This is an optimization exercise on Yosys and OpenROAD, whose aim is small area, a short achievable clock period and few clock cycles, not a production implementation.
The RTL was checked by simulation tests, not by an equivalence proof against the original design.
Power and IR drop assume default switching activity.

Design fib, start of the top module:
module fib (
        ap_clk,
        ap_rst,
        ap_start,
        ap_done,
        ap_idle,
        ap_ready,
        n,
        ap_return
);
input   ap_clk;
input   ap_rst;
input   ap_start;
output   ap_done;
output   ap_idle;
output   ap_ready;
input  [31:0] n;
output  [63:0] ap_return;
reg busy;         
reg done_r;       
reg idle_r;       
reg init;         
reg [5:0] ph;     
reg cy;           
reg bw;           
reg nz;           
reg [63:0] a;     
reg [63:0] b;     
reg [31:0] r;     
wire in_tab = (n[31:7] == 25'd0);
wire [63:0] rom;
fib_rom u_rom (
    .x0(n[6]), .x1(n[5]), .x2(n[4]), .x3(n[3]), .x4(n[2]), .x5(n[1]), .x6(n[0]),
    .z00(rom[0]),
    .z01(rom[1]),
    .z02(rom[2]),
    .z03(rom[3]),
    .z04(rom[4]),
    .z05(rom[5]),
    .z06(rom[6]),
    .z07(rom[7]),
    .z08(rom[8]),
    .z09(rom[9]),
    .z10(rom[10]),
    .z11(rom[11]),
    .z12(rom[12]),
    .z13(rom[13]),
    .z14(rom[14]),
    .z15(rom[15]),
    .z16(rom[16]),
    .z17(rom[17]),
    .z18(rom[18]),
    .z19(rom[19]),
    .z20(rom[20]),
  ...
export LEC_CHECK = 0
export ABC_AREA = 1
export CAP_MARGIN = 20
export CELL_PAD_IN_SITES_DETAIL_PLACEMENT = 1
export CELL_PAD_IN_SITES_GLOBAL_PLACEMENT = 2
export CORE_MARGIN = 2
export CORE_UTILIZATION = 30
export CTS_BUF_LIST = sky130_fd_sc_hd__clkbuf_8
export CTS_CLUSTER_SIZE = 20
export GPL_ROUTABILITY_DRIVEN = 0
export PLACE_DENSITY = 0.35
export SETUP_SLACK_MARGIN = 2.1
export SLEW_MARGIN = 20
create_clock -name core_clock -period 4.5 [get_ports {ap_clk}]
standard.sh (not shown) runs the stock make flow with config.mk's settings and CLKGATE_MAP_FILE= SYNTH_SCRIPT=/design/flow/synth_recipe.tcl, a recipe that flattens the netlist after the stock synthesis.
==> flow/flow/run.sh <==
#!/bin/bash
# The standard layout, with plain buffers (rather than delay cells) on the ports, sizing free to
# change a cell's footprint, and no half/full-adder extraction in synthesis (the only adder is a
# 6-bit counter; extraction mostly turns XOR pairs of the table logic into half-adder cells).
set -euo pipefail
bash standard.sh \
  ADDER_MAP_FILE= \
  "BUFFER_PORTS_ARGS=-buffer_cell sky130_fd_sc_hd__buf_2" \
  MATCH_CELL_FOOTPRINT=0 \
  finish > standard_flow.log 2>&1
Testbench counts at the start, summed over its fixed seeds: cycles 1,024.
Change:
==> flow/flow/run.sh (replaced) <==
#!/bin/bash
# The standard layout, with plain buffers (rather than delay cells) on the ports, and sizing free
# to change a cell's footprint so those buffers and the logic can be resized for timing.
set -euo pipefail
bash standard.sh \
  "BUFFER_PORTS_ARGS=-buffer_cell sky130_fd_sc_hd__buf_2" \
  MATCH_CELL_FOOTPRINT=0 \
  finish > standard_flow.log 2>&1
--- a/flow/config.mk
+++ b/flow/config.mk
@@ -13,7 +13,4 @@
 export CORE_UTILIZATION = 30
-export CTS_BUF_LIST = sky130_fd_sc_hd__clkbuf_8
-export CTS_CLUSTER_SIZE = 20
-export GPL_ROUTABILITY_DRIVEN = 0
 export PLACE_DENSITY = 0.35
-export SETUP_SLACK_MARGIN = 2.1
+export SETUP_SLACK_MARGIN = 2.3
 export SLEW_MARGIN = 20
Outcome:
- synthesized cell count rose by about 1%
- total power is higher by about 16%
- utilization grows by 5.6 points
Change:
--- a/flow/config.mk
+++ b/flow/config.mk
@@ -13,4 +13,6 @@
 export CORE_UTILIZATION = 30
+export CTS_BUF_LIST = sky130_fd_sc_hd__clkbuf_8
+export CTS_CLUSTER_SIZE = 20
 export PLACE_DENSITY = 0.35
-export SETUP_SLACK_MARGIN = 2.3
+export SETUP_SLACK_MARGIN = 2.0
 export SLEW_MARGIN = 20
Outcome: Utilization falls by 5.2 points; clock-buffer cell count rises by 1; global-route usage rises by 0.71 points; power falls by roughly a tenth; die area is unchanged.
Change:
--- a/flow/config.mk
+++ b/flow/config.mk
@@ -16,3 +16,3 @@
 export PLACE_DENSITY = 0.35
-export SETUP_SLACK_MARGIN = 2.0
+export SETUP_SLACK_MARGIN = 2.3
 export SLEW_MARGIN = 20
Die area does not change.
Sequential share of layout area shrinks by 2.2 points.
Total power goes up by 3.3%.
Global-route usage came out lower by 0.86 points.
Setup slack is better by 0.32 ns.
Final cell count is about the same.
Register-to-register slack is better by 0.31 ns.
Utilization went up by 3.2 points.
Via count went up by 1.3%.

========
fib again, from the RTL that the note above started with.
Settings: LEC_CHECK=0, ABC_AREA=1, CAP_MARGIN=20, CELL_PAD_IN_SITES_DETAIL_PLACEMENT=1, CELL_PAD_IN_SITES_GLOBAL_PLACEMENT=2, CORE_MARGIN=2, CORE_UTILIZATION=30, CTS_BUF_LIST=sky130_fd_sc_hd__clkbuf_8, CTS_CLUSTER_SIZE=20, PLACE_DENSITY=0.35, SETUP_SLACK_MARGIN=1.8, SLEW_MARGIN=20; clock period 4.5 ns.
==> flow/flow/run.sh <==
#!/bin/bash
# The standard layout, with plain buffers (rather than delay cells) on the ports, and sizing free
# to change a cell's footprint so those buffers and the logic can be resized for timing.
set -euo pipefail
bash standard.sh \
  "BUFFER_PORTS_ARGS=-buffer_cell sky130_fd_sc_hd__buf_2" \
  MATCH_CELL_FOOTPRINT=0 \
  finish > standard_flow.log 2>&1
Testbench counts at the start, summed over its fixed seeds: cycles 1,024.
Then changed:
==> flow/flow/run.sh (replaced) <==
#!/bin/bash
# The standard layout, with plain buffers (rather than delay cells) on the ports, sizing free to
# change a cell's footprint, and no half/full-adder extraction in synthesis (the only adder is a
# 6-bit counter; extraction mostly turns XOR pairs of the table logic into half-adder cells).
set -euo pipefail
bash standard.sh \
  ADDER_MAP_FILE= \
  "BUFFER_PORTS_ARGS=-buffer_cell sky130_fd_sc_hd__buf_2" \
  MATCH_CELL_FOOTPRINT=0 \
  finish > standard_flow.log 2>&1
--- a/flow/config.mk
+++ b/flow/config.mk
@@ -14,5 +14,5 @@
 export CTS_BUF_LIST = sky130_fd_sc_hd__clkbuf_8
 export CTS_CLUSTER_SIZE = 20
-export PLACE_DENSITY = 0.35
-export SETUP_SLACK_MARGIN = 1.8
+export PLACE_DENSITY = 0.42
+export SETUP_SLACK_MARGIN = 2.3
 export SLEW_MARGIN = 20
After rerunning:
- wire length went down by about 0.5%
- register-to-register slack is worse by 130 ps
- setup slack is better by 480 ps
- sequential share of layout area went down by 3.3 points

========
## run 1
fib again, from the RTL that the note above started with.
export LEC_CHECK = 0
export ABC_AREA = 1
export CAP_MARGIN = 20
export CORE_MARGIN = 2
export CORE_UTILIZATION = 30
export CTS_BUF_LIST = sky130_fd_sc_hd__clkbuf_8
export CTS_CLUSTER_SIZE = 20
export PLACE_DENSITY = 0.35
export SETUP_SLACK_MARGIN = 2.1
export SLEW_MARGIN = 20
create_clock -name core_clock -period 4.5 [get_ports {ap_clk}]
==> flow/flow/run.sh <==
#!/bin/bash
# The standard layout, with plain buffers (rather than delay cells) on the ports, sizing free to
# change a cell's footprint, and no half/full-adder extraction in synthesis (the only adder is a
# 6-bit counter; extraction mostly turns XOR pairs of the table logic into half-adder cells).
set -euo pipefail
bash standard.sh \
  ADDER_MAP_FILE= \
  "BUFFER_PORTS_ARGS=-buffer_cell sky130_fd_sc_hd__buf_2" \
  MATCH_CELL_FOOTPRINT=0 \
  finish > standard_flow.log 2>&1
Testbench counts of run 1, summed over its fixed seeds: cycles 1,024.
The following lists how run 2 was set up differently from run 1:
==> flow/flow/run.sh <==
#!/bin/bash
# The standard layout, with plain buffers (rather than delay cells) on the ports, and sizing free
# to change a cell's footprint so those buffers and the logic can be resized for timing.
set -euo pipefail
bash standard.sh \
  "BUFFER_PORTS_ARGS=-buffer_cell sky130_fd_sc_hd__buf_2" \
  MATCH_CELL_FOOTPRINT=0 \
  finish > standard_flow.log 2>&1
diff --git a/flow/config.mk b/flow/config.mk
--- a/flow/config.mk
+++ b/flow/config.mk
@@ -8,9 +8,11 @@
 export ABC_AREA = 1
 export CAP_MARGIN = 20
+export CELL_PAD_IN_SITES_DETAIL_PLACEMENT = 1
+export CELL_PAD_IN_SITES_GLOBAL_PLACEMENT = 2
 export CORE_MARGIN = 2
 export CORE_UTILIZATION = 30
 export CTS_BUF_LIST = sky130_fd_sc_hd__clkbuf_8
-export CTS_CLUSTER_SIZE = 20
+export CTS_CLUSTER_SIZE = 15
 export PLACE_DENSITY = 0.35
-export SETUP_SLACK_MARGIN = 2.1
+export SETUP_SLACK_MARGIN = 2.5
 export SLEW_MARGIN = 20
Findings:
Run 2 ended with every stage complete and zero timing, DRC or antenna violations.
Compared with run 1, in run 2 post-route minimum period lost 0.041 ns, share of the clock period used by the worst path after layout went down, length of routed met3 wiring shows a reduction of about 6.4%, final area went up 2800 µm², final critical-path setup slack picked up an extra 0.041 ns.
Between run 2 and run 1, global-route usage is higher for run 2, run 1 comes in under that.
### run 2 -> run 3
==> flow/flow/run.sh <==
#!/bin/bash
# The standard layout, with plain buffers (rather than delay cells) on the ports, sizing free to
# change a cell's footprint, and no half/full-adder extraction in synthesis (the only adder is a
# 6-bit counter; extraction mostly turns XOR pairs of the table logic into half-adder cells).
set -euo pipefail
bash standard.sh \
  ADDER_MAP_FILE= \
  "BUFFER_PORTS_ARGS=-buffer_cell sky130_fd_sc_hd__buf_2" \
  MATCH_CELL_FOOTPRINT=0 \
  finish > standard_flow.log 2>&1
diff --git a/flow/config.mk b/flow/config.mk
--- a/flow/config.mk
+++ b/flow/config.mk
@@ -13,6 +13,6 @@
 export CORE_UTILIZATION = 30
 export CTS_BUF_LIST = sky130_fd_sc_hd__clkbuf_8
-export CTS_CLUSTER_SIZE = 15
+export CTS_CLUSTER_SIZE = 20
 export PLACE_DENSITY = 0.35
-export SETUP_SLACK_MARGIN = 2.5
+export SETUP_SLACK_MARGIN = 1.95
 export SLEW_MARGIN = 20
### Flow results
Per the comparison of run 3 with run 2, non-clock buffer count -54; final clock skew rose 0.012 ns; area of the multi-input gates decreased by about 30% relative to the old numbers. Run 3: flow completed, timing, DRC and antenna clean. Looking at the reports, run 2 completed the entire flow and the layout it produced met the timing, design-rule and antenna checks.
Inputs modified between run 3 and run 4:
diff --git a/flow/config.mk b/flow/config.mk
--- a/flow/config.mk
+++ b/flow/config.mk
@@ -13,6 +13,6 @@
 export CORE_UTILIZATION = 30
 export CTS_BUF_LIST = sky130_fd_sc_hd__clkbuf_8
-export CTS_CLUSTER_SIZE = 20
+export CTS_CLUSTER_SIZE = 16
 export PLACE_DENSITY = 0.35
-export SETUP_SLACK_MARGIN = 1.95
+export SETUP_SLACK_MARGIN = 2.1
 export SLEW_MARGIN = 20
--- outcome ---
- Going from run 3 to run 4, post-cts sizing count grew by more than 100%.
- Compared run 4 against run 3; source-to-sink clock delay at the later pin of the worst-skew pair within noise.
- Taking run 3 as the reference point, the area of combinational cells with multiple inputs of run 4 rises by about 5%.
Input changes introduced in run 5 (baseline for comparison: run 4):
==> flow/config.mk <==
export PLATFORM = sky130hd
export DESIGN_NAME = fib
export DESIGN_NICKNAME = fib
export VERILOG_FILES = /design/flow/design.v
export SDC_FILE = /design/flow/constraint.sdc
export NUM_CORES = 4
export LEC_CHECK = 0
export ABC_AREA = 1
export CAP_MARGIN = 20
export CORE_MARGIN = 2
export CORE_UTILIZATION = 30
export CTS_BUF_LIST = sky130_fd_sc_hd__clkbuf_8
export CTS_CLUSTER_SIZE = 20
export PLACE_DENSITY = 0.35
export SETUP_SLACK_MARGIN = 2.2
export SLEW_MARGIN = 20
--- outcome ---
- Run 5 and run 4 ended up with nearly the same part of the power in combinational logic.
- On met2 wire length: run 5 sits below run 4.
- After detailed routing, run 4 needs more wire than run 5.
- Least setup slack across all paths after layout: run 5 better than run 4
- Comparing run 5 and run 4, the higher layout overhead on the synthesized area is on run 5.

-- static timing again, ports no longer ideal --
Ports are ideal in the flow. The routed layouts listed here were re-timed in OpenROAD.
Step 1 (the two cells are an assumption about what drives the block):
set clk [get_ports {ap_clk}]
set_driving_cell -lib_cell sky130_fd_sc_hd__clkbuf_16 $clk
set_driving_cell -lib_cell sky130_fd_sc_hd__buf_2 [delete_from_list [all_inputs] $clk]
Step 2, shift: input delay + t, output delay - t, t = (earliest + latest rising clock arrival at the registers) / 2. This alone moves slack from input paths to output paths.
Slacks: ideal / step 1 / step 2; pairs: ideal / step 1.
| run | shift t [ns] | setup slack, ns | worst register clock-pin slew, ns |
|---|---|---|---|
| the first run of note 1 | 0.557 | 1.865 / 1.886 / 1.329 | 0.12 / 0.12 |
| the second run of note 1 | 0.518 | 2.043 / 2.012 / 1.493 | 0.08 / 0.08 |
| the third run of note 1 | 0.571 | 1.831 / 1.863 / 1.292 | 0.12 / 0.12 |
| the fourth run of note 1 | 0.579 | 2.147 / 2.116 / 1.537 | 0.11 / 0.11 |
| the first run of note 2 | 0.576 | 1.667 / 1.700 / 1.125 | 0.12 / 0.12 |
| the second run of note 2 | 0.567 | 2.152 / 2.140 / 1.573 | 0.12 / 0.12 |
| run 1 | 0.558 | 2.028 / 2.039 / 1.481 | 0.12 / 0.12 |
| run 2 | 0.571 | 2.069 / 2.064 / 1.493 | 0.11 / 0.11 |
| run 3 | 0.574 | 1.735 / 1.755 / 1.181 | 0.13 / 0.13 |
| run 4 | 0.567 | 1.983 / 1.994 / 1.427 | 0.12 / 0.12 |
| run 5 | 0.551 | 2.106 / 2.113 / 1.562 | 0.12 / 0.12 |
After both steps every run listed still meets setup and hold. The setup slack of the fourth run of note 1, which loses most, moves by -0.031 ns with the drivers and by -0.610 ns with both steps.
